This design comes from an exercise in tuning for small area, a short achievable clock period and few clock cycles on the open sky130 flow, not from production work. Where RTL was checked, it was by simulation tests only, not by an equivalence proof against the original. No functional check of the RTL was part of run 6. No activity file was given, so power comes from the tool's default toggle rates.

File: flow/flow/run.sh
#!/bin/bash
# The standard layout with three changes: plain buffers on the ports; in the otherwise standard
# (hierarchical) synthesis, the pixel banks (module lcd_bank) are mapped by an area-oriented ABC
# script (flow/bank.script) and the rest by the standard one; timing repair aiming for a setup
# slack of 6.9 ns at the 10 ns clock.
set -euo pipefail
here=$(pwd)
cat > own_synth.tcl <<EOF2
proc abc {args} {
  set i [lsearch -exact \$args -script]
  set a2 \$args
  lset a2 [expr {\$i + 1}] $here/flow/bank.script
  yosys abc {*}\$a2 lcd_bank
  yosys abc {*}\$args LCD_CTRL
}
EOF2
cat synth_recipe.tcl >> own_synth.tcl
export BUFFER_PORTS_ARGS="-buffer_cell sky130_fd_sc_hd__buf_4"
bash standard.sh SYNTH_SCRIPT=$here/own_synth.tcl SETUP_SLACK_MARGIN=6.9 finish > standard.log 2>&1
File: flow/design.v
module LCD_CTRL(
    input clk, cmd_valid, reset,
    input [3:0] cmd,
    input [7:0] IROM_Q,
    output IRAM_valid, IROM_rd, busy, done,
    output [5:0] IROM_A,
    output [5:0] IRAM_A,
    output [7:0] IRAM_D
);
    reg [2:0] r, c;           
    reg [1:0] ri0, ri1, ci0, ci1;
    reg [1:0] pri0, pri1, pci0, pci1;   
    reg       busy_r, cv, cw, wph, done_r, rom_rd, ram_v;
    reg       rsp;            
    reg       smax, smin, savg;
    reg       sperm;          
    reg [9:0] ssum;           
    reg       sv;             
    reg [3:0] srow, scol;     
    reg [5:0] rom_a, ram_a, wend;
    reg [7:0] ram_d;
    reg [63:0] ld;            
    reg [7:0] x0, x1, x2, x3;  
    reg       l0, l1, l2, l3;  
    assign busy = busy_r;
    assign done = done_r;
    assign IROM_rd = rom_rd;
    assign IROM_A = rom_a;
    assign IRAM_valid = ram_v;
    assign IRAM_A = ram_a;
    assign IRAM_D = ram_d;
    wire wc = l0 & l1 & l2 & l3;              
    wire [7:0] wd0, wd1, wd2, wd3;
    wire lb0, lb1, lb2, lb3;
    wire wcf = (l0 | lb0) & (l1 | lb1) & (l2 | lb2) & (l3 | lb3);
    wire opx = cv & (sperm ? wcf : (wc & (~savg | sv)));
    wire g01 = x0 >= x1, g02 = x0 >= x2, g03 = x0 >= x3;
    wire g12 = x1 >= x2, g13 = x1 >= x3, g23 = x2 >= x3;
    wire [7:0] vmax = ({8{ g01 &  g02 &  g03}} & x0) | ({8{~g01 &  g12 &  g13}} & x1) |
                      ({8{~g02 & ~g12 &  g23}} & x2) | ({8{~g03 & ~g13 & ~g23}} & x3);
    wire [7:0] vmin = ({8{~g01 & ~g02 & ~g03}} & x0) | ({8{ g01 & ~g12 & ~g13}} & x1) |
                      ({8{ g02 &  g12 & ~g23}} & x2) | ({8{ g03 &  g13 &  g23}} & x3);
    wire [9:0] sum = x0 + x1 + x2 + x3;
    wire [7:0] vavg = ssum[9:2];
    wire [7:0] vsym = ({8{smax}} & vmax) | ({8{smin}} & vmin) | ({8{savg}} & vavg);
    wire [7:0] nv0 = vsym | ({8{srow[0]}} & wd2) | ({8{scol[0]}} & wd1);
    wire [7:0] nv1 = vsym | ({8{srow[1]}} & wd3) | ({8{scol[1]}} & wd0);
    wire [7:0] nv2 = vsym | ({8{srow[2]}} & wd0) | ({8{scol[2]}} & wd3);
    wire [7:0] nv3 = vsym | ({8{srow[3]}} & wd1) | ({8{scol[3]}} & wd2);
    wire [3:0] wi0 = {ri0, ci0}, wi1 = {ri0, ci1}, wi2 = {ri1, ci0}, wi3 = {ri1, ci1};
    wire [3:0] pi0 = {pri0, pci0}, pi1 = {pri0, pci1}, pi2 = {pri1, pci0}, pi3 = {pri1, pci1};
    wire chg0 = wi0 != pi0, chg1 = wi1 != pi1, chg2 = wi2 != pi2, chg3 = wi3 != pi3;
    wire land = rom_rd & ~wph;                 
    assign lb0 = land & ~rsp & ~rom_a[3] & ~rom_a[0];
    assign lb1 = land & ~rsp & ~rom_a[3] &  rom_a[0];
    assign lb2 = land & ~rsp &  rom_a[3] & ~rom_a[0];
    assign lb3 = land & ~rsp &  rom_a[3] &  rom_a[0];
    wire sh0 = land & rsp & ~rom_a[3] & ~rom_a[0];
    wire sh1 = land & rsp & ~rom_a[3] &  rom_a[0];
    wire sh2 = land & rsp &  rom_a[3] & ~rom_a[0];
    wire sh3 = land & rsp &  rom_a[3] &  rom_a[0];
    wire wstart = cw & ~wph;
    assign wd0 = lb0 ? IROM_Q : x0;
    assign wd1 = lb1 ? IROM_Q : x1;
    assign wd2 = lb2 ? IROM_Q : x2;
    assign wd3 = lb3 ? IROM_Q : x3;
    wire [7:0] y0, y1, y2, y3;
    lcd_bank b0 (.clk(clk), .wa(pi0), .wd(wd0), .ra(wi0), .rd(y0));
    lcd_bank b1 (.clk(clk), .wa(pi1), .wd(wd1), .ra(wi1), .rd(y1));
    lcd_bank b2 (.clk(clk), .wa(pi2), .wd(wd2), .ra(wi2), .rd(y2));
    lcd_bank b3 (.clk(clk), .wa(pi3), .wd(wd3), .ra(wi3), .rd(y3));
    wire [5:0] a0 = {ri0, 1'b0, ci0, 1'b0};    
    wire [5:0] a1 = {ri0, 1'b0, ci1, 1'b1};
    wire [5:0] a2 = {ri1, 1'b1, ci0, 1'b0};
    wire [5:0] a3 = {ri1, 1'b1, ci1, 1'b1};
    wire ld0 = ld[a0], ld1 = ld[a1], ld2 = ld[a2], ld3 = ld[a3];
    wire nl0 = chg0 ? (ld0 | sh0) : (l0 | lb0);
    wire nl1 = chg1 ? (ld1 | sh1) : (l1 | lb1);
    wire nl2 = chg2 ? (ld2 | sh2) : (l2 | lb2);
    wire nl3 = chg3 ? (ld3 | sh3) : (l3 | lb3);
    wire miss = ~(nl0 & nl1 & nl2 & nl3);
    wire [5:0] fa = ~nl0 ? a0 : ~nl1 ? a1 : ~nl2 ? a2 : a3;
    wire sym = smax | smin | savg;            
    wire xch = chg0 | chg1 | chg2 | chg3 | land;
    always @(posedge clk) ssum <= (opx & sym) ? {vsym, 2'b00} : sum;
    always @(posedge clk) begin
        if (reset) sv <= 1'b0;
        else sv <= (opx & ~land) | ~xch;
    end
    always @(posedge clk) begin
        x0 <= opx ? nv0 : chg0 ? ((sh0 & ~ld0) ? IROM_Q : y0) : lb0 ? IROM_Q : x0;
        x1 <= opx ? nv1 : chg1 ? ((sh1 & ~ld1) ? IROM_Q : y1) : lb1 ? IROM_Q : x1;
        x2 <= opx ? nv2 : chg2 ? ((sh2 & ~ld2) ? IROM_Q : y2) : lb2 ? IROM_Q : x2;
        x3 <= opx ? nv3 : chg3 ? ((sh3 & ~ld3) ? IROM_Q : y3) : lb3 ? IROM_Q : x3;
    end
    wire take = cmd_valid & ~busy_r;
    wire mu = take & (cmd == 4'd1) & (r != 3'd0);
    wire md = take & (cmd == 4'd2) & (r != 3'd6);
    wire ml = take & (cmd == 4'd3) & (c != 3'd0);
    wire mr = take & (cmd == 4'd4) & (c != 3'd6);
    wire is_op = cmd >= 4'd5;
    wire [2:0] ru = r - 3'd1, rd = r + 3'd1, cl = c - 3'd1, cr = c + 3'd1;
    wire [1:0] ru0 = ru[2:1] + {1'b0, ru[0]}, rd0 = rd[2:1] + {1'b0, rd[0]};
    wire [1:0] cl0 = cl[2:1] + {1'b0, cl[0]}, cr0 = cr[2:1] + {1'b0, cr[0]};
    wire [5:0] w = {r, c};
    wire [5:0] wfirst = wc ? w : rom_a;
    wire [5:0] wnext = (wstart ? wfirst : w) + 6'd1;
    wire [2:0] wr = wnext[5:3], wcl = wnext[2:0];
    wire       wlast = ram_v & (w == wend);     
    wire       wgo = wph & ~done_r & ~wlast;
    reg  [7:0] xs, ys;
    reg        nls;
    always @(*) begin
        case ({r[0], c[0]})
            2'b00: begin xs = x0; ys = y0; nls = ld[a0]; end
            2'b01: begin xs = x1; ys = y1; nls = ld[a1]; end
            2'b10: begin xs = x2; ys = y2; nls = ld[a2]; end
            default: begin xs = x3; ys = y3; nls = ld[a3]; end
        endcase
    end
    always @(posedge clk) begin
        ram_a <= wstart ? wfirst : w;
        ram_d <= wstart ? (wc ? xs : IROM_Q) : (nls ? ys : IROM_Q);
        if (wstart) wend <= wfirst;
    end
    wire cvn = (take & is_op) | (cv & ~opx);
    wire avgn = take ? (cmd == 4'd7) : savg;   
    wire svn = (opx & ~land) | ~xch;
    wire miss2 = (~nl0 & ~nl1) | (~nl0 & ~nl2) | (~nl0 & ~nl3) | (~nl1 & ~nl2) | (~nl1 & ~nl3) |
                 (~nl2 & ~nl3);
    wire permn = take ? ((cmd >= 4'd8) & (cmd <= 4'd11)) : sperm;
    wire dd = r[0] ^ c[0];                    
    always @(posedge clk, posedge reset) begin
        if (reset) begin
            busy_r <= 1'b0;
            done_r <= 1'b0;
            rom_rd <= 1'b0;
            ram_v <= 1'b0;
        end else begin
            if (wph | wstart) begin
                busy_r <= 1'b1;
                ram_v <= wstart | wgo;
                if (wlast) done_r <= 1'b1;
                rom_rd <= wstart | wgo;
            end else begin
                rom_rd <= miss | mv_any;
                busy_r <= (take & (cmd == 4'd0)) |
                          (cvn & (permn ? miss2 : (miss | (avgn & ~svn))));
            end
        end
    end
    always @(posedge clk) begin
        if (reset) begin
            r <= 3'd3; c <= 3'd3;
            ri0 <= 2'd2; ri1 <= 2'd1; ci0 <= 2'd2; ci1 <= 2'd1;
            pri0 <= 2'd2; pri1 <= 2'd1; pci0 <= 2'd2; pci1 <= 2'd1;
            cv <= 1'b0;
            cw <= 1'b0;
            wph <= 1'b0;
            rsp <= 1'b0;
            l0 <= 1'b0; l1 <= 1'b0; l2 <= 1'b0; l3 <= 1'b0;
        end else begin
            pri0 <= ri0; pri1 <= ri1; pci0 <= ci0; pci1 <= ci1;
            l0 <= nl0; l1 <= nl1; l2 <= nl2; l3 <= nl3;
            if (wph | wstart) begin
                wph <= 1'b1;
                cv <= 1'b0;
                if (wstart | wgo) begin
                    r <= wr; c <= wcl;
                    ri1 <= wr[2:1]; ri0 <= wr[2:1] + {1'b0, wr[0]};
                    ci1 <= wcl[2:1]; ci0 <= wcl[2:1] + {1'b0, wcl[0]};
                end
                rsp <= 1'b0;
            end else begin
                if (mu) begin r <= ru; ri1 <= ru[2:1]; ri0 <= ru0; end
                if (md) begin r <= rd; ri1 <= rd[2:1]; ri0 <= rd0; end
                if (ml) begin c <= cl; ci1 <= cl[2:1]; ci0 <= cl0; end
                if (mr) begin c <= cr; ci1 <= cr[2:1]; ci0 <= cr0; end
                rsp <= mv_any;
                cv <= cvn;
                if (take & (cmd == 4'd0)) cw <= 1'b1;
            end
        end
    end
    wire mv_any = mu | md | ml | mr;
    wire [5:0] fmv = mu ? {ru, c} : md ? {r + 3'd2, c} : ml ? {r, cl} : {r, c + 3'd2};
    always @(posedge clk) rom_a <= (wph | wstart) ? wnext : mv_any ? fmv : fa;
    integer q;
    always @(posedge clk) begin
        if (reset) ld <= 64'd0;
        else for (q = 0; q < 64; q = q + 1) if (land && rom_a == q) ld[q] <= 1'b1;
    end
    always @(posedge clk) begin
        if (take) begin
            smax <= cmd == 4'd5;
            sperm <= (cmd >= 4'd8) & (cmd <= 4'd11);
            smin <= cmd == 4'd6;
            savg <= cmd == 4'd7;
            srow[0] <= (cmd == 4'd10) | (cmd == 4'd8 &  dd) | (cmd == 4'd9 & ~dd);
            srow[1] <= (cmd == 4'd10) | (cmd == 4'd8 & ~dd) | (cmd == 4'd9 &  dd);
            srow[2] <= (cmd == 4'd10) | (cmd == 4'd8 & ~dd) | (cmd == 4'd9 &  dd);
            srow[3] <= (cmd == 4'd10) | (cmd == 4'd8 &  dd) | (cmd == 4'd9 & ~dd);
            scol[0] <= (cmd == 4'd11) | (cmd == 4'd8 & ~dd) | (cmd == 4'd9 &  dd);
            scol[1] <= (cmd == 4'd11) | (cmd == 4'd8 &  dd) | (cmd == 4'd9 & ~dd);
            scol[2] <= (cmd == 4'd11) | (cmd == 4'd8 &  dd) | (cmd == 4'd9 & ~dd);
            scol[3] <= (cmd == 4'd11) | (cmd == 4'd8 & ~dd) | (cmd == 4'd9 &  dd);
        end
    end
endmodule
module lcd_bank(
    input clk,
    input [3:0] wa, ra,
    input [7:0] wd,
    output [7:0] rd
);
    reg [7:0] m [0:15];
    integer k;
    always @(posedge clk)
        for (k = 0; k < 16; k = k + 1)
            if (wa == k) m[k] <= wd;
    assign rd = m[ra];
endmodule
File: flow/constraint.sdc
create_clock -name core_clock -period 10.0 [get_ports {clk}]
set_input_delay 2.0000 -clock core_clock [delete_from_list [all_inputs] [get_ports {clk}]]
set_output_delay 2.0000 -clock core_clock [all_outputs]
set_load 0.01 [all_outputs]
File: flow/standard.sh
#!/bin/bash
# synth_recipe.tcl (not shown) runs the flow's synth.tcl, then flattens the netlist and writes it again
# the make line also repeats each setting of config.mk as NAME=value (left out here)
make -C /OpenROAD-flow-scripts/flow DESIGN_CONFIG=/design/flow/config.mk WORK_HOME=/design/flow/orfs CLKGATE_MAP_FILE= SYNTH_SCRIPT=/design/flow/synth_recipe.tcl "${@:-finish}"
File: flow/config.mk
export PLATFORM = sky130hd
export DESIGN_NAME = LCD_CTRL
export DESIGN_NICKNAME = LCD_CTRL
export VERILOG_FILES = /design/flow/design.v
export SDC_FILE = /design/flow/constraint.sdc
export NUM_CORES = 8
export LEC_CHECK = 0
export ABC_AREA = 1
export CAP_MARGIN = 20
export CORE_MARGIN = 2
export CORE_UTILIZATION = 55
export CTS_CLUSTER_DIAMETER = 100
export CTS_CLUSTER_SIZE = 24
export SLEW_MARGIN = 20
export SYNTH_HIERARCHICAL = 1
File: flow/flow/bank.script
strash
dch
amap
topo
stime -c
==> results of run 1 <==
kinds of logic after synthesis:
logic type,synth area share (%)
buffers and inverters,4.50
XOR/XNOR,0.483
adder cells (fa/ha/maj),3.96
AND/OR/NAND/NOR,17.0
AO/OA/AOI/OAI,12.8
flip-flops,61.3
repair_timing:
action                     CTS  global route
setup endpoints to repair   62            75
resized for setup           85            67
hold endpoints to repair     0             0
cloned                       0             1
buffers inserted            13            20
pin swaps                    7            23
registers in the layout, summed over array words and instances, names as in the netlist, 64 cells and up:
register	flops
b2.m	128
b3.m	128
b0.m	128
ld	64
b1.m	128
per-module statistics from Yosys, one instance, submodules excluded:
module / cells / flip-flops and latches / area, sq um / copies in the design
LCD_CTRL: 1868 / 169 / 12000 / 1
lcd_bank: 266 / 128 / 4700 / 4
cells in the mapped netlist, types with 3 or more instances:
cell type and n:
a21o_1 3, nor2b_1 8, clkinv_1 56, nor2_1 240
o2111ai_1 24, nand2_2 3, nand3b_1 4, o21a_1 3
o21ai_2 3, nand3_2 5, o22ai_1 3, inv_2 8
nand3_1 161, a211o_1 32, or2_2 9, o21ai_1 5
clkbuf_1 52, xor2_1 11, buf_1 3, dfrtp_1 4
nor2_4 4, buf_4 8, a22oi_1 152, nor2_2 3
a222oi_1 32, o21ai_0 160, nor3_1 12, and2_0 8
a21oi_1 174, nor4_1 63, buf_6 4, ha_1 72
dfxtp_1 153, nand4_1 109, edfxtp_1 524, o211ai_1 24
fa_1 16, nand2_1 546, inv_1 204, xnor2_1 6
buf_2 14
report_power, final:
part | switching, W | internal [W]
logic | 0.00295 | 0.00133
clock network | 0.000901 | 0.000709
registers | 0.000357 | 0.00380
total | 0.00421 | 0.00585
worst max path at each step:
stage / from / end / depth (start not counted)
2_1_floorplan: cmd_valid / rom_a[4] / 13
6_report: ri0[1] / ram_d[7] / 12
3_5_place_dp: cmd_valid / rom_a[4] / 14
5_1_grt: busy_r / busy / 1
4_1_cts: busy_r / busy / 1
3_3_place_gp: ci0[1] / ram_d[7] / 12
critical path: stages, from the launching register on:
cell	delay, ns
dfxtp_1	0.32
buf_4	0.33
nor4_1	0.13
buf_4	0.19
a222oi_1	0.52
o2111ai_2	0.25
a211o_1	0.37
nand2_1	0.09
nand4_1	0.33
o21ai_0	0.23
nand2_1	0.10
nand3_1	0.09
nand2_1	0.06
per-layer routing:
layer	GRT usage (%)	wire length, um	vias to the layer above	share of wire [%]
met1	45.0	38200	11600	41
met4	11.1	3450	0	3.7
met2	51.4	43400	1183	46
met3	4.64	8330	212	8.9
met5	0	0	-	0
li1	-	-	10800	-
metrics by stage:
stage / cell area [sq um] / hold slack [ns]
after floorplan: 30900 / 0.427
after global routing: 34200 / 0.479
after global placement: 32200 / 0.435
final: 34200 / 0.458
after CTS: 33800 / 0.461
after detailed placement: 32400 / 0.447
layout make-up:
class	count	area, sq um
well taps	748	936
multi-input cells	1903	11100
flip-flops and latches	681	19000
clock buffers	59	1010
fillers	4553	21100
repair buffers	131	1090
inverters	268	1040
clock inverters	4	47.5
diodes	1	2.50
==> impl_metrics.yaml, run 1 <==
timing:
  fin_setup_tns_ns: 0
  fin_crit_sh_pct: 31.6
  slew_headroom_pct: 25.2
  fmax_mhz: 317
  rsz0062_at_grt: "yes"
  slew_viol_final: 0
  final-setup-viol-count: 0
  hold_viol_final: 0
  worst_slack_ns: 6.84
  tightestPinTransition_ns: 1.12
  finalWorstPathRequiredPeriod_ns: 3.16
  skew_ns: 0.0299
layout:
  syn2layout_area_growth_pct: 11.0
  fin_cells: 3795
  final_cell_mix: "538 x nand2_1, 524 x edfxtp_1, 233 x nor2_1"
  drive_gt1_share_pct: 10.8
  num-nets-final: 3123
  final_util_pct: 61.9
  final_common_cell: "nand2_1"
cts:
  cts.path.max_buffers: 3
  ctsHoldBuffers: 0
  cts_tree: "yes"
  clk_pin_slew_ns: 0.11
  clk-insertion-delay-late_ns: 0.59
  cts_buffers: 35
  cts-root-buf: "clkbuf_16"
  cts_sinks: 681
  cts_max_level: 2
detailed_routing:
  drt-total-wl_um: 93400
  post_drt_wl_per_cell_um: 24.6
  ant_nets: 0
  drc: 0
  drt_iter0_drc: 2862
  routed_via_density: 6.27
  drt-pass1-iter-count: 8
  vias: 23800
setup_path:
  worstSetupPathType: "reg -> reg"
  worstPathMaxFanout: 20
  cp-end-kind: "flip-flop"
  r2r-end: "ram_d[7]"
  rr_startpoint: "ri0[1]"
  crit_path_start_kind: "flip-flop"
  r2r_setup_slack_ns: 6.84
  cp.arrival_ns: 3.65
  ff2ff_path_depth: 12
  critPathRequiredTime_ns: 10.49
logic_synthesis:
  synth_area_leader_cell: "edfxtp_1"
  synth_area_leaders: "edfxtp_1 51%, dfxtp_1 9.9%, nand2_1 6.6%"
  syn_inst: 2932
  syn_nets: 3035
  yosys_warnings: 9
  synth_seq_cells: 681
  synth_area_sq_mm: 0.0308
  async_flop_share_pct: 0.587
  synth_cell_types: 48
  syn_avg_cell_area_sq_um: 10.5
  synth_top_area_share_pct: 51.0
  synth_edf_count: 524
  ys_seq_area_share_pct: 61.3
  synthFlopType: "edfxtp_1"
pwr:
  peakVddDrop_uv: 214
  finalPower_w: 0.0101
  leakage_nw: 12.3
  p_per_area_mw_per_mm2: 294
die:
  dieArea_sq_mm: 0.0580
  start_util_pct: 55.8
  die_h_um: 241
  io_pins: 39
  die_w_um: 241
  row_count: 86
  core_sq_mm: 0.0553
global_routing:
  grt.total_usage_pct: 32.0
  grt_pass1_wl_um: 138000
  grt_start_max_net_pins: 81
  grt_pass1_vias: 22300
  grt.overflow.total: 0
  antenna_found_initial: 2
run:
  cap_violations: 0
hold_path:
  whs_endpoint: "ld[55]"
  holdPathStages: 2
  hp-start: "ld[55]"
  min_path_type: "reg -> reg"
place:
  routabilityCongestion: 1.00
  port_buffers: 38
  pre_cts_ws_ns: 6.32
  dp_hpwl_um: 65400
  placed_cells: 3697
status:
  status: "complete, no violations"
Testbench counts, summed over its fixed seeds: cycles 11,002.
==> run 2, diff against run 1 <==
==> flow/flow/run.sh (replaced) <==
#!/bin/bash
# The standard layout with three changes: plain buffers on the ports; in the otherwise standard
# (hierarchical) synthesis, the pixel banks (module lcd_bank) are mapped by an area-oriented ABC
# script (flow/bank.script) and the rest by the standard one; timing repair aiming for a setup
# slack of 7 ns at the 10 ns clock.
set -euo pipefail
here=$(pwd)
cat > own_synth.tcl <<EOF2
proc abc {args} {
  set i [lsearch -exact \$args -script]
  set a2 \$args
  lset a2 [expr {\$i + 1}] $here/flow/bank.script
  yosys abc {*}\$a2 lcd_bank
  yosys abc {*}\$args LCD_CTRL
}
EOF2
cat synth_recipe.tcl >> own_synth.tcl
export BUFFER_PORTS_ARGS="-buffer_cell sky130_fd_sc_hd__buf_4"
bash standard.sh SYNTH_SCRIPT=$here/own_synth.tcl SETUP_SLACK_MARGIN=7 finish > standard.log 2>&1
--- a/flow/config.mk
+++ b/flow/config.mk
@@ -9,7 +9,7 @@
 export CAP_MARGIN = 20
 export CORE_MARGIN = 2
 export CORE_UTILIZATION = 55
-export CTS_CLUSTER_DIAMETER = 100
-export CTS_CLUSTER_SIZE = 24
+export CTS_CLUSTER_DIAMETER = 110
+export CTS_CLUSTER_SIZE = 27
 export SLEW_MARGIN = 20
 export SYNTH_HIERARCHICAL = 1
==> run 2 against run 1 <==
Effect of this change: clock skew down 0.0022 ns; synthesized cell count unchanged; combinational power up 5.4%; clock-buffer cell count down 9; hold slack better by 0.0066 ns; global-route usage up 0.33 points; non-clock buffer count up 8; first-iteration DRC count down 4.2%; critical path type is now reg -> out; critical endpoint is now IROM_rd.
==> impl_metrics.yaml, run 2 <==
setup_path:
  rr_startpoint: "x1[6]"
  ff2ff_path_depth: 13
  crit_path_start_kind: "flip-flop"
  r2r_setup_slack_ns: 7.03
  worstPathMaxFanout: 2
  cp-end-kind: "output pin"
  cp_top_family: "flip-flops"
  slowest_delay_ns: 0.44
  cp.arrival_ns: 1.19
  path_buf_inv: 1
  critPathRequiredTime_ns: 8.00
  cpMaxStageDelayCell: "dfrtp_2"
  r2r-end: "x0[2]"
  critical_path.cell_chain: "buf_6"
  worstSetupPathType: "reg -> out"
pwr:
  p_per_area_mw_per_mm2: 292
  peakVddDrop_uv: 181
  leakage_nw: 12.3
cts:
  cts_sinks: 681
  cts-root-buf: "clkbuf_16"
  cts_tree: "yes"
  clk-insertion-delay-late_ns: 0.63
  cts.path.max_buffers: 3
  ctsHoldBuffers: 0
  cts_max_level: 1
  clk_pin_slew_ns: 0.12
  cts_buffers: 29
global_routing:
  grt_pass1_vias: 22500
  antenna_found_initial: 0
  grt_start_max_net_pins: 81
  grt.overflow.total: 0
  grt.total_usage_pct: 32.4
  grt_pass1_wl_um: 140000
logic_synthesis:
  synthFlopType: "edfxtp_1"
  synth_edf_count: 524
  syn_inst: 2932
  synth_commonest_cells: "546 x nand2_1, 524 x edfxtp_1, 240 x nor2_1"
  syn_avg_cell_area_sq_um: 10.5
  yosys_warnings: 9
  synth_seq_cells: 681
  ys_seq_area_share_pct: 61.3
  synth_area_leader_cell: "edfxtp_1"
  synth_most_common_cell: "nand2_1"
  syn_nets: 3035
  synth_cell_types: 48
  synth_top_area_share_pct: 51.0
  async_flop_share_pct: 0.587
  synth_area_sq_mm: 0.0308
  synth_area_leaders: "edfxtp_1 51%, dfxtp_1 9.9%, nand2_1 6.6%"
timing:
  slew_headroom_pct: 39.5
  fin_setup_tns_ns: 0
  skew_ns: 0.0277
  slew_viol_final: 0
  fin_crit_sh_pct: 31.9
  final-setup-viol-count: 0
  fmax_mhz: 313
  hold_viol_final: 0
  finalWorstPathRequiredPeriod_ns: 3.19
  rsz0062_at_grt: "yes"
  tightestPinTransition_ns: 0.907
place:
  routabilityCongestion: 0.973
  port_buffers: 38
  placed_cells: 3674
  dp_hpwl_um: 64800
die:
  row_count: 86
  die_h_um: 241
  die_w_um: 241
  start_util_pct: 55.8
  dieArea_sq_mm: 0.0580
  core_sq_mm: 0.0553
  io_pins: 39
layout:
  final_util_pct: 62.6
  num-nets-final: 3124
  drive_gt1_share_pct: 12.4
  final_common_cell: "nand2_1"
  final_cell_mix: "539 x nand2_1, 524 x edfxtp_1, 232 x nor2_1"
  fin_cells: 3791
  syn2layout_area_growth_pct: 12.2
detailed_routing:
  met1Wirelength_um: 39200
  dr.max_layer_used: "met4"
  dr_wl_met2_um: 42300
  drt-pass1-iter-count: 6
  met3_length_um: 8060
  drt_iter0_drc: 2743
  drt-total-wl_um: 93700
  routed_via_density: 6.30
  post_drt_wl_per_cell_um: 24.7
  ant_nets: 0
  drc: 0
  vias: 23900
hold_path:
  whs_endpoint: "ld[34]"
  holdPathStages: 2
  min_path_type: "reg -> reg"
  hp-start: "ld[34]"
status:
  status: "complete, no violations"
run:
  cap_violations: 0
## run 2: changes by cell type in the layout (fill, tap and decap cells not counted), sizes merged
cell	previous run	this run
clkinvlp	6	8
clkbuf	60	50
clkinv	53	50
inv	213	212
nor2	248	247
buf	130	139
## run 2: stage by stage
stage	total power, W	hold slack [ns]	setup slack [ns]	area [sq um]
global route	0.0106	0.478	6.78	34600
finish	0.0101	0.464	6.81	34600
detailed placement	0.00819	0.451	6.30	32300
floorplan	0.00664	0.427	6.75	30900
CTS	0.00977	0.465	6.77	33900
global placement	0.00807	0.439	6.02	32100
## run 2: final cells by class
| type | instances | area [sq um] |
|---|---|---|
| Clock buffer | 50 | 805 |
| Sequential cell | 681 | 19000 |
| Timing Repair Buffer | 139 | 1220 |
| Multi-Input combinational cell | 1902 | 11500 |
| Antenna cell | 1 | 2.50 |
| Inverter | 268 | 1090 |
| Clock inverter | 2 | 25.0 |
| Fill cell | 4577 | 20700 |
| Tap cell | 748 | 936 |
## run 2: cells by family (layout without fill, tap and decap cells)
logic type	Yosys count	in the layout	synth area share [%]
xor+xnor	17	17	0.483
buf+inv	349	459	4.50
fa+ha+maj	88	88	3.96
compound gates	619	619	12.8
other cells	0	1	0
flops	681	681	61.3
simple gates	1178	1178	17.0
## run 2: timing repair
item	CTS	global route
resized for setup	166	79
buffers inserted	19	45
endpoints found under the setup margin	78	87
pin swaps	14	42
## run 2: modules after synthesis (local to each module, per instance)
| module | copies in the design | area (sq um) | flops+latches | cells inside |
|---|---|---|---|---|
| lcd_bank | 4 | 4700 | 128 | 266 |
| LCD_CTRL | 1 | 12000 | 169 | 1868 |
## run 2: worst max path at each step
| stage | end | from | depth (start not counted) | slack [ns] |
|---|---|---|---|---|
| finish | IROM_rd | rom_rd | 1 | 6.81 |
| global route | IROM_rd | rom_rd | 1 | 6.78 |
| CTS | busy | busy_r | 1 | 6.77 |
| detailed placement | rom_a[4] | cmd_valid | 14 | 6.30 |
| global placement | ram_d[4] | c[1] | 12 | 6.02 |
| floorplan | ci0[0] | cmd_valid | 13 | 6.75 |
## run 2: where the power goes
group	total (W)	switching [W]	internal [W]
Combinational	0.00451	0.00309	0.00141
Sequential	0.00420	0.000381	0.00382
Clock	0.00141	0.000850	0.000558
## run 2: routing by layer
layer / global-route usage, % / vias to the layer above
met5: 0 / -
met3: 4.82 / 212
met2: 50.3 / 1147
met4: 12.4 / 0
li1: - / 10800
met1: 46.2 / 11700
==> run 3, diff against run 2 <==
--- a/flow/config.mk
+++ b/flow/config.mk
@@ -8,8 +8,8 @@
 export ABC_AREA = 1
 export CAP_MARGIN = 20
 export CORE_MARGIN = 2
-export CORE_UTILIZATION = 55
-export CTS_CLUSTER_DIAMETER = 110
-export CTS_CLUSTER_SIZE = 27
+export CORE_UTILIZATION = 58
+export CTS_CLUSTER_DIAMETER = 100
+export CTS_CLUSTER_SIZE = 24
 export SLEW_MARGIN = 20
 export SYNTH_HIERARCHICAL = 1
==> run 3 against run 2 <==
Effect of this change: fmax is 0.81% higher; worst setup slack gained 0.026 ns; synthesized cell count did not move; critical path type unchanged.
==> impl_metrics.yaml, run 3 <==
cts:
  cts_buffers: 34
  cts_max_level: 2
  cts-root-buf: "clkbuf_16"
  cts.path.max_buffers: 3
  clk-insertion-delay-late_ns: 0.60
  cts_tree: "yes"
  cts_sinks: 681
  clk_pin_slew_ns: 0.11
timing:
  slew_viol_final: 0
  skew_ns: 0.0374
  tightestPinTransition_ns: 0.967
  fin_crit_sh_pct: 31.7
  final-setup-viol-count: 0
  hold_ws_ns: 0.460
  finalWorstPathRequiredPeriod_ns: 3.17
  fin_setup_tns_ns: 0
  fmax_mhz: 316
  slew_headroom_pct: 35.5
  hold_viol_final: 0
  rsz0062_at_grt: "yes"
setup_path:
  cp-end-kind: "output pin"
  r2r_setup_slack_ns: 7.07
  cp_top_family: "flip-flops"
  path_buf_inv: 1
  crit_path_start_kind: "flip-flop"
  critPathRequiredTime_ns: 8.00
  worstSetupPathType: "reg -> out"
  slowest_delay_ns: 0.44
  cp.arrival_ns: 1.17
  critical_path.cell_chain: "buf_6"
  cpMaxStageDelayCell: "dfrtp_2"
  worst-path-stages: 1
  worstPathMaxFanout: 2
  ff2ff_path_depth: 13
logic_synthesis:
  syn_inst: 2932
  synth_top_area_share_pct: 51.0
  synth_most_common_cell: "nand2_1"
  synth_area_sq_mm: 0.0308
  ys_seq_area_share_pct: 61.3
  synth_seq_cells: 681
  syn_avg_cell_area_sq_um: 10.5
  async_flop_share_pct: 0.587
  synth_commonest_cells: "546 x nand2_1, 524 x edfxtp_1, 240 x nor2_1"
  synth_cell_types: 48
  synthFlopType: "edfxtp_1"
  synth_area_leader_cell: "edfxtp_1"
  synth_area_leaders: "edfxtp_1 51%, dfxtp_1 9.9%, nand2_1 6.6%"
  yosys_warnings: 9
  synth_edf_count: 524
  syn_nets: 3035
place:
  port_buffers: 38
  dp_hpwl_um: 64800
  routabilityCongestion: 0.981
global_routing:
  grt.overflow.total: 0
  grt.total_usage_pct: 33.5
  antenna_found_initial: 0
  grt_start_max_net_pins: 81
  grt_pass1_wl_um: 140000
  grt_pass1_vias: 22700
detailed_routing:
  drt-total-wl_um: 94600
  vias: 24100
  post_drt_wl_per_cell_um: 25.3
  drt_iter0_drc: 3323
  drc: 0
  drt-pass1-iter-count: 7
  routed_via_density: 6.44
  ant_nets: 0
layout:
  drive_gt1_share_pct: 12.4
  num-nets-final: 3125
  syn2layout_area_growth_pct: 12.2
  final_common_cell: "nand2_1"
  final_cell_mix: "538 x nand2_1, 524 x edfxtp_1, 233 x nor2_1"
die:
  io_pins: 39
  start_util_pct: 58.7
  core_sq_mm: 0.0526
  die_w_um: 235
  row_count: 84
  die_h_um: 235
  dieArea_sq_mm: 0.0550
hold_path:
  holdPathStages: 2
  min_path_type: "reg -> reg"
pwr:
  p_per_area_mw_per_mm2: 297
  finalPower_w: 0.0103
  leakage_nw: 12.4
  peakVddDrop_uv: 183
run:
  cap_violations: 0
status:
  status: "complete, no violations"
==> run 3: cell counts after synthesis <==
No cell type changed its count.
==> run 3: report_power, final <==
group	internal, W	switching (W)
combinational	0.00140	0.00310
clock	0.000701	0.000900
sequential	0.00382	0.000364
total	0.00592	0.00436
==> run 3: path summary, 6_finish.rpt <==
check / startpoint / endpoint
worst max-delay path: rom_rd / IROM_rd
worst min-delay path: ld[39] / ld[39]
worst max register to register: ci0[1] / ram_d[7]
worst min register to register: ld[39] / ld[39]
max in group asynchronous: reset / busy_r
min in group asynchronous: reset / rom_rd
==> run 3: cell families after synthesis <==
| kind of cell | synth area share, % |
|---|---|
| compound gates | 12.8 |
| xor+xnor | 0.483 |
| fa+ha+maj | 3.96 |
| buf+inv | 4.50 |
| flops | 61.3 |
| simple gates | 17.0 |
==> run 3: area by class of cell <==
type	count	area, sq um
antenna	1	2.50
fill	4090	18000
clock inverter	4	78.8
tap	688	861
inverter	268	1080
sequential	681	19000
clock buffer	58	962
timing repair buffer	134	1170
multi-input combinational	1903	11400
==> run 3: Yosys stat by module (local to each module, per instance) <==
module    area [sq um]  copies in the design  cells inside
lcd_bank          4700                     4           266
LCD_CTRL         12000                     1          1868
==> run 3: metal layers <==
metal | share of wire [%] | global-route usage (%) | vias to the layer above
li1 | - | - | 10800
met1 | 39 | 45.6 | 11600
met2 | 46 | 53.5 | 1371
met3 | 10 | 6.47 | 257
met4 | 4.2 | 12.7 | 0
met5 | 0 | 0 | -
==> run 3: repair_timing <==
| action | 4_1_cts | 5_1_grt |
|---|---|---|
| hold endpoints to repair | 0 | 0 |
| hold buffers | 0 | 0 |
| pin swaps | 12 | 40 |
| resized for setup | 149 | 80 |
| setup endpoints to repair | 79 | 81 |
| buffers inserted | 21 | 33 |
| cloned | 0 | 1 |
==> run 3: through the flow <==
step / util, % / instance area (sq um) / worst slack [ns] / cells
2_1_floorplan: - / 30900 / 6.75 / 2932
3_3_place_gp: 60.9 / 32000 / 6.00 / 3612
3_5_place_dp: 61.3 / 32200 / 6.32 / 3619
4_1_cts: 64.7 / 34000 / 6.78 / 3702
5_1_grt: 65.8 / 34600 / 6.80 / 3736
6_report: 65.8 / 34600 / 6.83 / 3737
==> run 4, diff against run 3 <==
--- a/flow/config.mk
+++ b/flow/config.mk
@@ -8,7 +8,7 @@
 export ABC_AREA = 1
 export CAP_MARGIN = 20
 export CORE_MARGIN = 2
-export CORE_UTILIZATION = 58
+export CORE_UTILIZATION = 55
 export CTS_CLUSTER_DIAMETER = 100
 export CTS_CLUSTER_SIZE = 24
 export SLEW_MARGIN = 20
==> run 4 against run 3 <==
Effect of this change: combinational power shrank 2%; highest routed layer is now met5; clock-buffer cell count decreased by 3; largest cell class unchanged; still clean on timing, DRC and antenna; synthesized area unchanged; register-to-register slack lost 0.04 ns.
==> impl_metrics.yaml, run 4 <==
timing:
  finalWorstPathRequiredPeriod_ns: 3.15
  hold_viol_final: 0
  slew_viol_final: 0
  final-setup-viol-count: 0
  rsz0062_at_grt: "yes"
  slew_headroom_pct: 41.5
  tightestPinTransition_ns: 0.878
  fin_crit_sh_pct: 31.5
  fin_setup_tns_ns: 0
  fmax_mhz: 317
  skew_ns: 0.0234
  hold_ws_ns: 0.463
setup_path:
  worst-path-stages: 1
  critPathRequiredTime_ns: 8.00
  cp.arrival_ns: 1.15
  cp_top_family: "flip-flops"
  worstPathMaxFanout: 2
  slowest_delay_ns: 0.44
  cp-end-kind: "output pin"
  r2r_setup_slack_ns: 7.03
  cpMaxStageDelayCell: "dfrtp_2"
  critical_path.cell_chain: "buf_6"
  rr_startpoint: "ri0[1]"
  crit_path_start_kind: "flip-flop"
  path_buf_inv: 1
  r2r-end: "x0[0]"
  startpoint: "busy_r"
  ff2ff_path_depth: 10
  worstSetupPathType: "reg -> out"
global_routing:
  grt_pass1_wl_um: 140000
  antenna_found_initial: 1
  grt_start_max_net_pins: 81
  grt_pass1_vias: 22500
  grt.total_usage_pct: 32.6
  grt.overflow.total: 0
hold_path:
  whs_endpoint: "ld[34]"
  hp-start: "ld[34]"
  holdPathStages: 2
  min_path_type: "reg -> reg"
logic_synthesis:
  synth_top_area_share_pct: 51.0
  synthFlopType: "edfxtp_1"
  ys_seq_area_share_pct: 61.3
  syn_nets: 3035
  yosys_warnings: 9
  synth_area_sq_mm: 0.0308
  synth_cell_types: 48
  synth_edf_count: 524
  synth_area_leaders: "edfxtp_1 51%, dfxtp_1 9.9%, nand2_1 6.6%"
  synth_area_leader_cell: "edfxtp_1"
  synth_commonest_cells: "546 x nand2_1, 524 x edfxtp_1, 240 x nor2_1"
  async_flop_share_pct: 0.587
  synth_seq_cells: 681
  synth_most_common_cell: "nand2_1"
  syn_avg_cell_area_sq_um: 10.5
  syn_inst: 2932
cts:
  clk_pin_slew_ns: 0.10
  cts_buffers: 35
  cts_max_level: 2
  cts-root-buf: "clkbuf_16"
  cts.path.max_buffers: 3
  cts_sinks: 681
  clk-insertion-delay-late_ns: 0.60
  cts_tree: "yes"
layout:
  final_cell_mix: "540 x nand2_1, 524 x edfxtp_1, 231 x nor2_1"
  fillers: 4553
  final_util_pct: 62.8
  ff_latch_area_sq_mm: 0.0190
  multiInputGateArea_sq_mm: 0.0115
  syn2layout_area_growth_pct: 12.6
  n_antenna_cell: 0
  num-nets-final: 3122
  final_common_cell: "nand2_1"
  drive_gt1_share_pct: 12.4
die:
  core_sq_mm: 0.0553
  start_util_pct: 55.8
  io_pins: 39
  row_count: 86
  dieArea_sq_mm: 0.0580
  die_h_um: 241
  die_w_um: 241
detailed_routing:
  ant_nets: 0
  drc: 0
  drt-pass1-iter-count: 8
  post_drt_wl_per_cell_um: 24.8
  drt-total-wl_um: 93900
  drt_iter0_drc: 3006
  vias: 23800
  routed_via_density: 6.27
place:
  routabilityCongestion: 0.973
  dp_hpwl_um: 64800
  port_buffers: 38
pwr:
  leakage_nw: 12.4
  p_per_area_mw_per_mm2: 293
  peakVddDrop_uv: 168
status:
  status: "complete, no violations"
run:
  cap_violations: 0
-- run 4: changes by cell type in the layout (fill, tap and decap cells not counted), sizes merged --
cell and delta:
clkinvlp +5, clkbuf -4, buf -2, clkinv -2, inv +2, bufinv -1, diode -1, nor2 -1
-- run 4: worst reg2reg max path: cells and delay by family, from the launching register on --
kind            cells  cell delay (ns)
compound gates      5             1.55
flops               1             0.51
simple gates        3             0.30
buf+inv             2             0.48
-- run 4: logic make-up after synthesis --
group	after synthesis	share of synthesized area, %
and+or+nand+nor	1178	17.0
DFF	681	61.3
AOI/OAI and AO/OA	619	12.8
buffers and inverters	349	4.50
adders and majority gates	88	3.96
xor gates and xnor gates	17	0.483
-- run 4: repair_timing --
item	CTS	global route
pin swaps	15	41
endpoints found under the setup margin	85	84
resized for setup	172	75
buffers inserted	17	39
hold buffers	0	0
-- run 4: cell type report --
class,count,share of cell area (%)
sequential,681,54.8
multi-input combinational,1902,33.1
timing repair buffer,131,3.31
inverter,268,3.18
clock buffer,55,2.74
tap,748,2.69
clock inverter,8,0.213
-- run 4: how the worst max path moves through the flow --
stage	endpoint	slack [ns]
after floorplan	ci0[0]	6.75
final	busy	6.85
after global routing	busy	6.80
after detailed placement	rom_a[4]	6.30
after global placement	ram_d[4]	6.02
after CTS	busy	6.80
-- run 4: through the flow --
stage | power (W) | worst slack (ns) | instance area, sq um | instances
after floorplan | 0.00664 | 6.75 | 30900 | 2932
after global placement | 0.00807 | 6.02 | 32100 | 3672
after detailed placement | 0.00819 | 6.30 | 32300 | 3674
after CTS | 0.00997 | 6.80 | 34200 | 3754
after global routing | 0.0107 | 6.80 | 34700 | 3793
final | 0.0102 | 6.85 | 34700 | 3793
-- run 4: layer usage --
| layer | wire length [um] | track usage [%] | part of all wire [%] | up-vias |
|---|---|---|---|---|
| li1 | - | - | - | 10800 |
| met1 | 39400 | 46.6 | 42 | 11600 |
| met2 | 42900 | 50.7 | 46 | 1160 |
| met3 | 7880 | 4.91 | 8.4 | 210 |
| met4 | 3690 | 12.5 | 3.9 | 2 |
| met5 | 13 | 0 | 0.014 | - |
-- run 4: per-module statistics from Yosys (local to each module, per instance) --
module	cells	flops+latches
LCD_CTRL	1868	169
lcd_bank	266	128
-- run 4: where the power goes --
part	switching, W	internal (W)
registers	0.000383	0.00381
clock network	0.000907	0.000678
logic	0.00304	0.00137
total	0.00433	0.00586
==> run 5, diff against run 4 <==
--- a/flow/design.v
+++ b/flow/design.v
@@ -102,6 +102,8 @@
     wire [2:0] ru = r - 3'd1, rd = r + 3'd1, cl = c - 3'd1, cr = c + 3'd1;
     wire [1:0] ru0 = ru[2:1] + {1'b0, ru[0]}, rd0 = rd[2:1] + {1'b0, rd[0]};
     wire [1:0] cl0 = cl[2:1] + {1'b0, cl[0]}, cr0 = cr[2:1] + {1'b0, cr[0]};
+    wire mv_any = mu | md | ml | mr;
+    wire [5:0] fmv = mu ? {ru, c} : md ? {r + 3'd2, c} : ml ? {r, cl} : {r, c + 3'd2};
     wire [5:0] w = {r, c};
     wire [5:0] wfirst = wc ? w : rom_a;
     wire [5:0] wnext = (wstart ? wfirst : w) + 6'd1;
@@ -182,8 +184,6 @@
             end
         end
     end
-    wire mv_any = mu | md | ml | mr;
-    wire [5:0] fmv = mu ? {ru, c} : md ? {r + 3'd2, c} : ml ? {r, cl} : {r, c + 3'd2};
     always @(posedge clk) rom_a <= (wph | wstart) ? wnext : mv_any ? fmv : fa;
     integer q;
     always @(posedge clk) begin
==> run 5 against run 4 <==
Effect of this change: still clean on timing, DRC and antenna; synthesized area unchanged; critical path depth did not move; flip-flop and latch count unchanged; routed wire length fell by 0.95%; sequential power shrank 1%; hold slack got worse by 0.0042 ns.
==> impl_metrics.yaml, run 5 <==
die:
  die_h_um: 241
  dieArea_sq_mm: 0.0580
  start_util_pct: 55.8
  core_sq_mm: 0.0553
  die_w_um: 241
  io_pins: 39
  row_count: 86
logic_synthesis:
  synth_area_sq_mm: 0.0308
  synth_compound_gate_area_share_pct: 12.9
  synth_area_leader_cell: "edfxtp_1"
  async_flop_share_pct: 0.587
  synth_edf_count: 524
  synthFlopType: "edfxtp_1"
  synth_most_common_cell: "nand2_1"
  synth_top_family_by_area: "simple AND/OR/NAND/NOR gates"
  synth_top_area_share_pct: 51.0
  syn_avg_cell_area_sq_um: 10.5
  synth-xor-area-share_pct: 0.426
  synth_cell_types: 51
  synth_seq_cells: 681
  synth_commonest_cells: "540 x nand2_1, 524 x edfxtp_1, 243 x nor2_1"
  yosys.area_share.simple_pct: 17.2
  syn_inst: 2925
  muxShareOfSynthArea_pct: 0
  ys_seq_area_share_pct: 61.3
  syn_nets: 3028
  synth_area_leaders: "edfxtp_1 51%, dfxtp_1 9.9%, nand2_1 6.6%"
  yosys.area_share.adder_pct: 3.96
  yosys_warnings: 9
detailed_routing:
  ant_nets: 0
  routed_via_density: 6.31
  vias: 23900
  drt_iter0_drc: 2771
  post_drt_wl_per_cell_um: 24.6
  drt-pass1-iter-count: 6
  drc: 0
  drt-total-wl_um: 93000
hold_path:
  holdPathStages: 2
  hp-start: "ld[19]"
  min_path_type: "reg -> reg"
global_routing:
  grt_pass1_vias: 22200
  grt.total_usage_pct: 31.9
  grt_start_max_net_pins: 61
  grt.overflow.total: 0
  grt_pass1_wl_um: 138000
  antenna_found_initial: 2
setup_path:
  worst-path-stages: 1
  path_buf_inv: 1
  cp-end-kind: "output pin"
  startpoint: "rom_rd"
  rr_startpoint: "ri0[0]"
  cp.arrival_ns: 1.18
  ff2ff_path_depth: 12
  worstSetupPathType: "reg -> out"
  r2r_setup_slack_ns: 7.05
  critPathRequiredTime_ns: 8.00
  r2r-end: "ram_d[6]"
  worstPathMaxFanout: 2
  endpoint: "IROM_rd"
  cp_top_family: "flip-flops"
  critical_path.cell_chain: "buf_6"
  crit_path_start_kind: "flip-flop"
  cpMaxStageDelayCell: "dfrtp_2"
  slowest_delay_ns: 0.45
place:
  routabilityCongestion: 0.991
  pre_cts_ws_ns: 6.23
  dp_hpwl_um: 65000
  port_buffers: 38
layout:
  ff_latch_area_sq_mm: 0.0190
  final_cell_mix: "532 x nand2_1, 524 x edfxtp_1, 233 x nor2_1"
  final_common_cell: "nand2_1"
  syn2layout_area_growth_pct: 12.2
  n_antenna_cell: 0
  final_util_pct: 62.6
  drive_gt1_share_pct: 12.0
  multiInputGateArea_sq_mm: 0.0114
  num-nets-final: 3112
  fillers: 4564
timing:
  slew_headroom_pct: 25.7
  worst_slack_ns: 6.82
  fin_setup_tns_ns: 0
  fin_crit_sh_pct: 31.8
  skew_ns: 0.0277
  finalWorstPathRequiredPeriod_ns: 3.18
  hold_viol_final: 0
  hold_ws_ns: 0.459
  tightestPinTransition_ns: 1.11
  final-setup-viol-count: 0
  rsz0062_at_grt: "yes"
  fmax_mhz: 315
  slew_viol_final: 0
status:
  status: "complete, no violations"
run:
  cap_violations: 0
pwr:
  leakage_nw: 12.3
  p_per_area_mw_per_mm2: 295
  peakVddDrop_uv: 239
cts:
  clk-insertion-delay-late_ns: 0.60
  cts-root-buf: "clkbuf_16"
  cts_buffers: 35
  cts_tree: "yes"
  cts_max_level: 2
  cts.path.max_buffers: 3
  cts_sinks: 681
  clk_pin_slew_ns: 0.10
  ctsHoldBuffers: 0
[run 5: changes by cell type in the layout (fill, tap and decap cells not counted), moves of 9 or more]
cell      previous run  this run
dfxtp_4             28        19
o211ai_1            24        35
o21ai_0            141       116
clkinv_1            41        50
a21oi_1            173       158
nor4_1              22        33
nand3_1            151       164
o21ai_1             14        30
nor4_4              36        25
inv_1              189       174
[run 5: metal layers]
| layer | share of wire, % | wire length, um | track usage (%) | vias up |
|---|---|---|---|---|
| met1 | 41 | 37900 | 44.2 | 11600 |
| met4 | 4.1 | 3850 | 10.9 | 2 |
| met2 | 47 | 43500 | 52.3 | 1185 |
| li1 | - | - | - | 10800 |
| met5 | 0.016 | 15 | 0 | - |
| met3 | 8.4 | 7770 | 4.13 | 247 |
[run 5: layout make-up]
cell class	count	area share, %
Timing Repair Buffer	129	3.47
Inverter	258	3.02
Tap cell	748	2.70
Multi-Input combinational cell	1904	32.9
Sequential cell	681	54.9
Clock buffer	57	2.77
Clock inverter	7	0.206
[run 5: how the worst min path moves through the flow]
| stage | end |
|---|---|
| floorplan | ld[14] |
| global placement | ld[12] |
| detailed placement | ld[39] |
| CTS | ld[39] |
| global route | ld[62] |
| finish | ld[19] |
[run 5: kinds of logic after synthesis]
kind of cell             after synthesis
buffers and inverters                341
AO/OA/AOI/OAI                        613
adder cells (fa/ha/maj)               88
AND/OR/NAND/NOR                     1187
flip-flops                           681
XOR/XNOR                              15
[run 5: timing repair]
item	in CTS	in global routing
gates resized for setup	141	60
buffers inserted	13	21
endpoints found under the setup margin	84	87
pin swaps	6	22
cloned	0	3
[run 5: per-stage QoR]
step | area [sq um] | total power [W] | std cells
3_3_place_gp | 32300 | 0.00807 | 3682
5_1_grt | 34600 | 0.0107 | 3784
3_5_place_dp | 32400 | 0.00820 | 3683
2_1_floorplan | 31000 | 0.00670 | 2925
4_1_cts | 34100 | 0.00997 | 3760
6_report | 34600 | 0.0102 | 3784
[run 5: where the power goes]
part / internal (W) / switching [W] / total (W)
Sequential: 0.00381 / 0.000325 / 0.00414
Clock: 0.000683 / 0.000915 / 0.00160
Combinational: 0.00139 / 0.00308 / 0.00447
Total: 0.00588 / 0.00432 / 0.0102
[run 5: Yosys stat by module, one instance, submodules excluded]
module	times used	flip-flops and latches	cell area (sq um)
LCD_CTRL	1	169	12000
lcd_bank	4	128	4700
Testbench counts of run 5, summed over its fixed seeds: cycles 11,002.
==> run 6, diff against run 5 <==
--- a/flow/design.v
+++ b/flow/design.v
@@ -136,7 +136,7 @@
         if (reset) begin
             busy_r <= 1'b0;
             done_r <= 1'b0;
-            rom_rd <= 1'b0;
+            rom_rd <= 1'b1;                   
             ram_v <= 1'b0;
         end else begin
             if (wph | wstart) begin
@@ -184,7 +184,10 @@
             end
         end
     end
-    always @(posedge clk) rom_a <= (wph | wstart) ? wnext : mv_any ? fmv : fa;
+    always @(posedge clk, posedge reset) begin
+        if (reset) rom_a <= 6'd36;
+        else rom_a <= (wph | wstart) ? wnext : mv_any ? fmv : fa;
+    end
     integer q;
     always @(posedge clk) begin
         if (reset) ld <= 64'd0;
==> run 6 against run 5 <==
Effect of this change: design area increased by 0.56%; routed wire length increased by 1.2%; flip-flop and latch count unchanged; critical path type unchanged; highest routed layer is now met4.
==> impl_metrics.yaml, run 6 <==
die:
  die_h_um: 241
  start_util_pct: 55.9
  die_w_um: 241
  dieArea_sq_mm: 0.0582
  row_count: 86
  core_sq_mm: 0.0554
  io_pins: 39
global_routing:
  grt_pass1_wl_um: 140000
  antenna_found_initial: 0
  grt.total_usage_pct: 32.2
  grt_pass1_vias: 22700
  grt_start_max_net_pins: 83
  grt.overflow.total: 0
detailed_routing:
  vias: 24100
  drt_iter0_drc: 3119
  dr_wl_met2_um: 43000
  drt-pass1-iter-count: 6
  post_drt_wl_per_cell_um: 24.7
  dr.max_layer_used: "met4"
  routed_via_density: 6.33
  ant_nets: 0
  drt-total-wl_um: 94200
  met3_length_um: 8280
  drc: 0
  met1Wirelength_um: 39000
place:
  dp_hpwl_um: 66000
  routabilityCongestion: 0.968
  port_buffers: 38
  pre_cts_ws_ns: 6.21
hold_path:
  hp-start: "ld[47]"
  min_path_type: "reg -> reg"
timing:
  tightestPinTransition_ns: 1.03
  hold_ws_ns: 0.453
  finalWorstPathRequiredPeriod_ns: 3.28
  fin_crit_sh_pct: 32.8
  fmax_mhz: 305
  rsz0062_at_grt: "yes"
  skew_ns: 0.0290
  slew_headroom_pct: 31.5
  slew_viol_final: 0
  hold_viol_final: 0
  final-setup-viol-count: 0
  worst_slack_ns: 6.72
  fin_setup_tns_ns: 0
pwr:
  clock_power_share_pct: 15.4
  pwr-share-seq_pct: 40.3
  power_frac_comb_pct: 44.3
  p_per_area_mw_per_mm2: 298
  leakage_nw: 12.5
  switching_share_pct: 42.2
  peakVddDrop_uv: 278
  p_int_w: 0.00600
  p_sw_w: 0.00437
logic_synthesis:
  synth_area_leader_cell: "edfxtp_1"
  synth_top_area_share_pct: 50.8
  syn_inst: 2924
  synth_most_common_cell: "edfxtp_1"
  ys_seq_area_share_pct: 61.1
  yosys_warnings: 9
  synth_area_leaders: "edfxtp_1 51%, dfxtp_1 9.5%, nand2_1 6.3%"
  async_flop_share_pct: 1.47
  synth_seq_cells: 681
  syn_avg_cell_area_sq_um: 10.6
  synth_commonest_cells: "524 x edfxtp_1, 522 x nand2_1, 246 x nor2_1"
  synthFlopType: "edfxtp_1"
  synth_area_sq_mm: 0.0310
  synth_cell_types: 56
  synth_edf_count: 524
  syn_nets: 3027
cts:
  cts-root-buf: "clkbuf_16"
  cts_buffers: 35
  cts_tree: "yes"
  clk-insertion-delay-late_ns: 0.59
  clk_pin_slew_ns: 0.10
  cts_max_level: 2
  cts.path.max_buffers: 3
  cts_sinks: 681
status:
  status: "complete, no violations"
layout:
  n_antenna_cell: 0
  final_util_pct: 62.8
  fillers: 4514
  syn2layout_area_growth_pct: 12.4
  num-nets-final: 3137
  drive_gt1_share_pct: 13.2
  final_common_cell: "edfxtp_1"
  final_cell_mix: "524 x edfxtp_1, 514 x nand2_1, 236 x nor2_1"
setup_path:
  cp.arrival_ns: 1.28
  critPathRequiredTime_ns: 8.00
  cp_top_family: "flip-flops"
  worstSetupPathType: "reg -> out"
  cp-end-kind: "output pin"
  r2r_setup_slack_ns: 7.00
  startpoint: "rom_a[2]"
  path_buf_inv: 1
  slowest_delay_ns: 0.58
  cpMaxStageDelayCell: "dfstp_2"
  critical_path.cell_chain: "buf_6"
  worstPathMaxFanout: 2
  rr_startpoint: "c[0]"
  crit_path_start_kind: "flip-flop"
run:
  cap_violations: 0
run 6: layout make-up:
| class | instances | area (sq um) | share of cell area [%] |
|---|---|---|---|
| clock buffers | 57 | 1000 | 2.88 |
| clock inverters | 6 | 48.8 | 0.140 |
| inverters | 259 | 1030 | 2.97 |
| multi-input cells | 1904 | 11400 | 32.8 |
| flip-flops and latches | 681 | 19000 | 54.7 |
| well taps | 748 | 936 | 2.69 |
| repair buffers | 152 | 1330 | 3.83 |
| repair inverters | 1 | 5.00 | 0.0144 |
run 6: cell families (layout without fill, tap and decap cells):
kind of cell             after synthesis  count (layout)  share of synthesized area [%]
adder cells (fa/ha/maj)               88              88                           3.94
AND/OR/NAND/NOR                     1178            1179                           17.0
XOR/XNOR                              17              17                          0.481
AO/OA/AOI/OAI                        620             620                           13.0
flip-flops                           681             681                           61.1
buffers and inverters                340             475                           4.41
run 6: path summary, 6_finish.rpt:
| check | endpoint | depth (start not counted) |
|---|---|---|
| setup / recovery | IROM_A[2] | 1 |
| hold / removal | ld[47] | 2 |
| max in group asynchronous | rom_a[0] | 2 |
| hold reg to reg | ld[47] | 2 |
| setup reg to reg | ram_d[1] | 8 |
| min in group asynchronous | rom_a[4] | 2 |
run 6: layer usage:
| metal | GRT usage [%] | up-vias |
|---|---|---|
| li1 | - | 10900 |
| met1 | 45.4 | 11700 |
| met2 | 50.3 | 1248 |
| met3 | 5.40 | 244 |
| met4 | 12.6 | 0 |
| met5 | 0 | - |
run 6: metrics by stage:
step	power (W)	instance area, sq um	instances
global placement	0.00811	32300	3683
floorplan	0.00667	31100	2924
global route	0.0109	34800	3808
detailed placement	0.00822	32500	3688
CTS	0.00996	34200	3772
finish	0.0104	34800	3808
run 6: modules after synthesis, one instance, submodules excluded:
module,area (sq um),cells inside,flip-flops and latches
lcd_bank,4700,266,128
LCD_CTRL,12200,1860,169
run 6: repair_timing:
| action | in CTS | in global routing |
|---|---|---|
| gates cloned | 2 | 0 |
| resized for setup | 138 | 79 |
| hold buffers | 0 | 0 |
| buffers inserted | 19 | 36 |
| pin swaps | 5 | 32 |
| endpoints found under the setup margin | 87 | 86 |
run 6: worst register-to-register path: stages (launching register included):
cell and delay (ns):
dfxtp_1 0.51, clkinv_1 0.52, ha_1 0.76, a21oi_1 0.40
o211ai_4 0.21, nand2_2 0.24, nand2_1 0.09, nand3_1 0.08
nand2_1 0.07
run 6: power groups by stage:
stage	logic, W	registers, W	clock network, W
final	0.00459	0.00418	0.00160
after global routing	0.00500	0.00418	0.00171
after CTS	0.00419	0.00415	0.00162
after detailed placement	0.00402	0.00420	0
after global placement	0.00392	0.00420	0
after floorplan	0.00266	0.00402	0
==> run 7, diff against run 6 <==
--- a/flow/design.v
+++ b/flow/design.v
@@ -136,19 +136,25 @@
         if (reset) begin
             busy_r <= 1'b0;
             done_r <= 1'b0;
-            rom_rd <= 1'b1;                   
             ram_v <= 1'b0;
         end else begin
             if (wph | wstart) begin
                 busy_r <= 1'b1;
                 ram_v <= wstart | wgo;
                 if (wlast) done_r <= 1'b1;
-                rom_rd <= wstart | wgo;
             end else begin
-                rom_rd <= miss | mv_any;
                 busy_r <= (take & (cmd == 4'd0)) |
                           (cvn & (permn ? miss2 : (miss | (avgn & ~svn))));
             end
+        end
+    end
+    always @(posedge clk) begin
+        if (reset) begin
+            rom_rd <= 1'b1;
+            rom_a <= 6'd36;
+        end else begin
+            rom_rd <= (wph | wstart) ? (wstart | wgo) : (miss | mv_any);
+            rom_a <= (wph | wstart) ? wnext : mv_any ? fmv : fa;
         end
     end
     always @(posedge clk) begin
@@ -184,10 +190,6 @@
             end
         end
     end
-    always @(posedge clk, posedge reset) begin
-        if (reset) rom_a <= 6'd36;
-        else rom_a <= (wph | wstart) ? wnext : mv_any ? fmv : fa;
-    end
     integer q;
     always @(posedge clk) begin
         if (reset) ld <= 64'd0;
==> run 7 against run 6 <==
Effect of this change: worst setup slack improved by 0.088 ns; largest power group unchanged; total power fell by 3.1%; critical path type unchanged; combinational power decreased by 5.2%; sequential share of layout area hardly changed; critical path depth did not move; design area about the same; still clean on timing, DRC and antenna; fmax up 2.7%.
==> impl_metrics.yaml, run 7 <==
cts:
  cts_max_level: 2
  clk-insertion-delay-late_ns: 0.60
  cts_tree: "yes"
  cts_sinks: 681
  cts_buffers: 34
  clk_pin_slew_ns: 0.10
  cts-root-buf: "clkbuf_16"
  cts.path.max_buffers: 3
logic_synthesis:
  synth_commonest_cells: "558 x nand2_1, 524 x edfxtp_1, 244 x nor2_1"
  synth_edf_count: 524
  synthFlopType: "edfxtp_1"
  syn_avg_cell_area_sq_um: 10.5
  synth_seq_cells: 681
  syn_inst: 2930
  synth_cell_types: 50
  synth_area_leaders: "edfxtp_1 51%, dfxtp_1 10%, nand2_1 6.8%"
  ys_seq_area_share_pct: 61.2
  synth_area_sq_mm: 0.0309
  syn_nets: 3032
  async_flop_share_pct: 0.441
  synth_top_area_share_pct: 51.0
  synth_area_leader_cell: "edfxtp_1"
  synth_most_common_cell: "nand2_1"
  yosys_warnings: 9
detailed_routing:
  drt-total-wl_um: 95100
  ant_nets: 0
  drt-pass1-iter-count: 6
  drt_iter0_drc: 3214
  post_drt_wl_per_cell_um: 25.0
  routed_via_density: 6.29
  drc: 0
  vias: 24000
pwr:
  leakage_nw: 12.5
  p_per_area_mw_per_mm2: 289
  peakVddDrop_uv: 235
die:
  row_count: 86
  dieArea_sq_mm: 0.0580
  die_w_um: 241
  core_sq_mm: 0.0553
  die_h_um: 241
  io_pins: 39
  start_util_pct: 55.8
layout:
  num-nets-final: 3144
  fillers: 4577
  final_common_cell: "nand2_1"
  n_antenna_cell: 0
  drive_gt1_share_pct: 13.4
  final_cell_mix: "551 x nand2_1, 524 x edfxtp_1, 234 x nor2_1"
  syn2layout_area_growth_pct: 12.7
global_routing:
  grt_pass1_wl_um: 140000
  grt_busiest_layer: "met2"
  grt_pass1_vias: 22200
  grt.total_usage_pct: 32.5
  antenna_found_initial: 0
  grt_start_max_net_pins: 84
  grt_util_met2_pct: 50.1
  gr-usage-met3_pct: 6.27
  grt.overflow.total: 0
  use_met1_pct: 46.1
timing:
  fin_crit_sh_pct: 31.9
  finalWorstPathRequiredPeriod_ns: 3.19
  hold_viol_final: 0
  final-setup-viol-count: 0
  skew_ns: 0.0357
  worst_slack_ns: 6.81
  rsz0062_at_grt: "yes"
  tightestPinTransition_ns: 1.14
  fmax_mhz: 313
  fin_setup_tns_ns: 0
  slew_viol_final: 0
  slew_headroom_pct: 23.9
place:
  pre_cts_ws_ns: 6.27
  routabilityCongestion: 0.977
  dp_hpwl_um: 65500
  port_buffers: 38
setup_path:
  cp.arrival_ns: 1.19
  cp-end-kind: "output pin"
  slowest_delay_ns: 0.45
  critPathRequiredTime_ns: 8.00
  worstPathMaxFanout: 2
  path_buf_inv: 1
  crit_path_start_kind: "flip-flop"
  cpMaxStageDelayCell: "dfrtp_1"
  worstSetupPathType: "reg -> out"
  cp_top_family: "flip-flops"
  critical_path.cell_chain: "buf_6"
run:
  cap_violations: 0
status:
  status: "complete, no violations"
hold_path:
  min_path_type: "reg -> reg"
==> run 7: changes by cell type after synthesis, moves of 5 or more <==
cell     delta
or2_2       -6
dfxtp_1     +7
nand4_1     +5
buf_6       -5
o21ai_0    -13
nand2_1    +36
==> run 7: layout make-up <==
| cell class | count | area (sq um) | share of cell area [%] |
|---|---|---|---|
| Tap cell | 748 | 936 | 2.69 |
| Timing Repair Buffer | 155 | 1310 | 3.77 |
| Clock inverter | 5 | 50.0 | 0.144 |
| Clock buffer | 49 | 917 | 2.64 |
| Sequential cell | 681 | 19000 | 54.8 |
| Multi-Input combinational cell | 1913 | 11500 | 33.0 |
| Inverter | 257 | 1030 | 2.96 |
==> run 7: path summary, 6_finish.rpt <==
kind	start	to	slack, ns	depth (start not counted)
worst max-delay path	ram_v	IRAM_valid	6.81	1
worst min-delay path	ld[22]	ld[22]	0.46	2
worst max register to register	c[2]	ram_d[0]	7.05	13
worst min register to register	ld[22]	ld[22]	0.46	2
max in group asynchronous	reset	busy_r	7.86	2
min in group asynchronous	reset	ram_v	1.76	2
==> run 7: what timing repair did <==
item	CTS	global route
setup buffers	27	34
hold buffers	0	0
hold endpoints to repair	0	0
resized for setup	156	95
endpoints found under the setup margin	85	88
pin swaps	12	26
cloned	0	2
==> run 7: per-module statistics from Yosys (local to each module, per instance) <==
module    times used  flip-flops and latches  cells  cell area [sq um]
LCD_CTRL           1                     169   1866              12100
lcd_bank           4                     128    266               4700
==> run 7: logic make-up after synthesis <==
logic type,after synthesis,synth area share (%)
adder cells (fa/ha/maj),87,3.91
buffers and inverters,338,4.30
AO/OA/AOI/OAI,594,12.5
XOR/XNOR,19,0.563
AND/OR/NAND/NOR,1211,17.5
flip-flops,681,61.2
==> run 7: routing by layer <==
layer,share of wire (%),vias up
met3,9.2,204
met5,0,-
met1,42,11700
li1,-,10900
met2,45,1206
met4,3.9,0
==> run 7: power by group <==
| part | internal, W | switching, W |
|---|---|---|
| clock network | 0.000654 | 0.000888 |
| registers | 0.00376 | 0.000394 |
| logic | 0.00138 | 0.00297 |
==> run 7: through the flow <==
stage	util, %	hold WS (ns)	area, sq um	instances	total power, W
final	62.9	0.462	34800	3808	0.0100
after detailed placement	58.6	0.448	32400	3691	0.00799
after CTS	61.6	0.463	34100	3772	0.00968
after global placement	58.3	0.442	32200	3684	0.00789
after global routing	62.9	0.482	34800	3808	0.0106
after floorplan	-	0.432	31000	2930	0.00647
Testbench counts of run 7, summed over its fixed seeds: cycles 10,934.

-- separate check: timing with driven ports --
The flow's constraints put no driver on any port. The routed layouts listed below were extracted and timed again, unchanged, in two steps.
Step 1 (the two cells are an assumption about what drives the block):
set clk [get_ports {clk}]
set_driving_cell -lib_cell sky130_fd_sc_hd__clkbuf_16 $clk
set_driving_cell -lib_cell sky130_fd_sc_hd__buf_2 [delete_from_list [all_inputs] $clk]
Step 2 also shifts input and output timing later by t, the mid clock arrival at the registers, as if the neighbouring blocks saw the same clock.
Slacks: no drivers / after step 1 / after step 2; pairs: no drivers / after step 1.
| run | t (ns) | setup WS [ns] | hold WS [ns] | worst setup path at the end |
|---|---|---|---|---|
| run 1 | 0.641 | 6.842 / 6.784 / 6.363 | 0.458 / 0.458 / 0.458 | input to register |
| run 2 | 0.675 | 6.805 / 6.747 / 6.348 | 0.464 / 0.464 / 0.464 | input to register |
| run 3 | 0.645 | 6.831 / 6.769 / 6.472 | 0.460 / 0.460 / 0.460 | input to register |
| run 4 | 0.645 | 6.846 / 6.784 / 6.490 | 0.463 / 0.463 / 0.463 | input to register |
| run 5 | 0.647 | 6.824 / 6.763 / 6.488 | 0.459 / 0.459 / 0.459 | input to register |
| run 6 | 0.641 | 6.718 / 6.654 / 6.408 | 0.453 / 0.453 / 0.453 | input to register |
| run 7 | 0.643 | 6.806 / 6.745 / 6.467 | 0.462 / 0.462 / 0.462 | input to register |
After both steps every run listed still meets setup and hold. The setup slack of run 1, which loses most, moves by -0.058 ns with the drivers and by -0.479 ns with both steps.
